From an optimization exercise on the open Yosys and OpenROAD flow, aimed at small area and few clock cycles; shortcuts taken in it are not production practice.
Only simulation tests tie the RTL to the original design; equivalence was not proved.

## the reference run
// convolution_top_module
module convolution_top_module
(
input iCLK, iRSTn,
input signed [7:0] iW, iX,
input [4:0] iADDR,
input iWren, iValid,
output signed [15:0] oY,
output oValid);
reg [7:0] w0, w1, w2, w3, w4, w5, w6, w7, w8, w9, w10, w11, w12,
          w13, w14, w15, w16, w17, w18, w19, w20, w21, w22, w23, w24;
wire [7:0] nW = ~iW;
always @(posedge iCLK)
	if (iValid && iWren)
		case (iADDR)
		5'd0: w0 <= nW;   5'd1: w1 <= nW;   5'd2: w2 <= nW;   5'd3: w3 <= nW;
		5'd4: w4 <= nW;   5'd5: w5 <= nW;   5'd6: w6 <= nW;   5'd7: w7 <= nW;
		5'd8: w8 <= nW;   5'd9: w9 <= nW;   5'd10: w10 <= nW; 5'd11: w11 <= nW;
		5'd12: w12 <= nW; 5'd13: w13 <= nW; 5'd14: w14 <= nW; 5'd15: w15 <= nW;
		5'd16: w16 <= nW; 5'd17: w17 <= nW; 5'd18: w18 <= nW; 5'd19: w19 <= nW;
		5'd20: w20 <= nW; 5'd21: w21 <= nW; 5'd22: w22 <= nW; 5'd23: w23 <= nW;
		5'd24: w24 <= nW;
		default: ;
		endcase
reg [1031:0] line;
always @(posedge iCLK) line <= {line[1023:0], ~iX};
function [15:0] sat18(input [17:0] v);
	if (!v[17] && v[16:15] != 2'b00) sat18 = 16'h7fff;
	else if (v[17] && v[16:15] != 2'b11) sat18 = 16'h8000;
	else sat18 = v[15:0];
endfunction
reg [15:0] T1, T2, T3, T4;
reg [9:0] Q0a, Q1a, Q2a, Q3a, Q4a, Q0b, Q1b, Q2b, Q3b, Q4b;
  ...
Settings: LEC_CHECK=0, CAP_MARGIN=20, CORE_MARGIN=2, CORE_UTILIZATION=55, CTS_CLUSTER_DIAMETER=150, CTS_CLUSTER_SIZE=24, GPL_TIMING_DRIVEN=0, SLEW_MARGIN=20, SYNTH_HIERARCHICAL=1; clock period 6.0 ns.
run.sh (not shown) runs the stock make flow with config.mk's settings and CLKGATE_MAP_FILE= SYNTH_SCRIPT=/design/flow/synth_recipe.tcl, a recipe that flattens the netlist after the stock synthesis.
Testbench counts of the reference run, summed over its fixed seeds: cycles 49,168.
What the trial run does differently from the reference run at the input level:
Settings: CORE_UTILIZATION changed from 55 to 65.
Notes after the runs:
- Looking at final worst-path cycle share, the trial run sits below the reference run.
- Changes observed in the trial run relative to the reference run: diode insertion count for antenna repair dropped 1; routed wire length lost about 4%.
- Non-clock buffer count grows slightly when moving from the reference run to the trial run.
- Between the reference run and the trial run, the multi-input combinational cell area does not differ in any meaningful way.

---

Starting RTL as in the previous note.
Settings: LEC_CHECK=0, CAP_MARGIN=20, CORE_MARGIN=2, CORE_UTILIZATION=55, CTS_BUF_LIST=sky130_fd_sc_hd__clkbuf_4 sky130_fd_sc_hd__clkbuf_8, CTS_CLUSTER_DIAMETER=80, CTS_CLUSTER_SIZE=10, GPL_TIMING_DRIVEN=0, SLEW_MARGIN=20, SYNTH_HIERARCHICAL=1; clock period 6.0 ns.
The starting point completed with no timing, DRC or antenna violations.
Testbench counts at the start, summed over its fixed seeds: cycles 49,168.
Rerun with:
--- a/flow/config.mk
+++ b/flow/config.mk
@@ -11,3 +11,3 @@
-export CTS_BUF_LIST = sky130_fd_sc_hd__clkbuf_4 sky130_fd_sc_hd__clkbuf_8
-export CTS_CLUSTER_DIAMETER = 80
-export CTS_CLUSTER_SIZE = 10
+export CTS_BUF_LIST = sky130_fd_sc_hd__clkbuf_8
+export CTS_CLUSTER_DIAMETER = 100
+export CTS_CLUSTER_SIZE = 14
=> Setup slack loses 0.091 ns; global-route usage went down by 0.26 points; register-to-register slack stays flat; final cell count went down by 0.96%; first-iteration DRC count went down by 2.2%; critical path depth went up by 1; via count went down by 0.59%; die area does not change; final area went down by 1.3%.

---

convolution_top_module, a different RTL version from the one above (not shown whole).
Size: roughly 5400 cells after synthesis, ~1400 flip-flops.
==> flow/design.v (excerpt) <==
module convolution_top_module
(
input iCLK, iRSTn,
input signed [7:0] iW, iX,
input [4:0] iADDR,
input iWren, iValid,
output signed [15:0] oY,
output oValid);
Settings: LEC_CHECK=0, CAP_MARGIN=20, CORE_MARGIN=2, CORE_UTILIZATION=55, CTS_CLUSTER_DIAMETER=120, CTS_CLUSTER_SIZE=20, GPL_TIMING_DRIVEN=0, SLEW_MARGIN=20, SYNTH_HIERARCHICAL=1; clock period 6.0 ns.
Testbench counts at the start, summed over its fixed seeds: cycles 49,168.
==> next run, changes <==
Settings changed: CTS_BUF_LIST from default to sky130_fd_sc_hd__clkbuf_8, CTS_CLUSTER_DIAMETER 120 to 90, CTS_CLUSTER_SIZE 20 to 12.
Result:
- The new run finished clean
- first-iteration DRC count climbs by 7.2%
- non-clock buffer count is unchanged
- cell area is about the same
- count of clock-buffer cells in the layout rose by 20
- critical path depth is unchanged
- routed wire length climbs by 0.80%
- maximum frequency decreases by 1.2%
- register-to-register slack improved by 20 ps

==> afterwards: timing with drivers on the ports <==
The results above use ideal ports. As a check the final layouts listed here were re-extracted and re-timed, cells and wires unchanged. Step 1: set_driving_cell puts a clkbuf_16 on iCLK and a buf_2 on each other input, an assumption about the parent block. Step 2 also shifts input and output timing later by t, the mid clock arrival at the registers, as if the neighbouring blocks saw the same clock. Slacks: no drivers / after step 1 / after step 2; pairs: no drivers / after step 1.
run | t, ns | setup slack, ns | pins driven straight from the clock port
the reference run | 0.775 | 0.167 / 0.085 / 0.374 | 1
the trial run | 0.748 | 0.188 / 0.118 / 0.363 | 1
the first run of note 2 | 0.959 | 0.221 / 0.151 / 0.411 | 1
the second run of note 2 | 0.919 | 0.130 / 0.061 / 0.395 | 1
the first run of note 3 | 0.778 | 0.216 / 0.136 / 0.452 | 1
the second run of note 3 | 0.948 | 0.145 / 0.068 / 0.474 | 1
After both steps setup and hold are still met in every run listed.
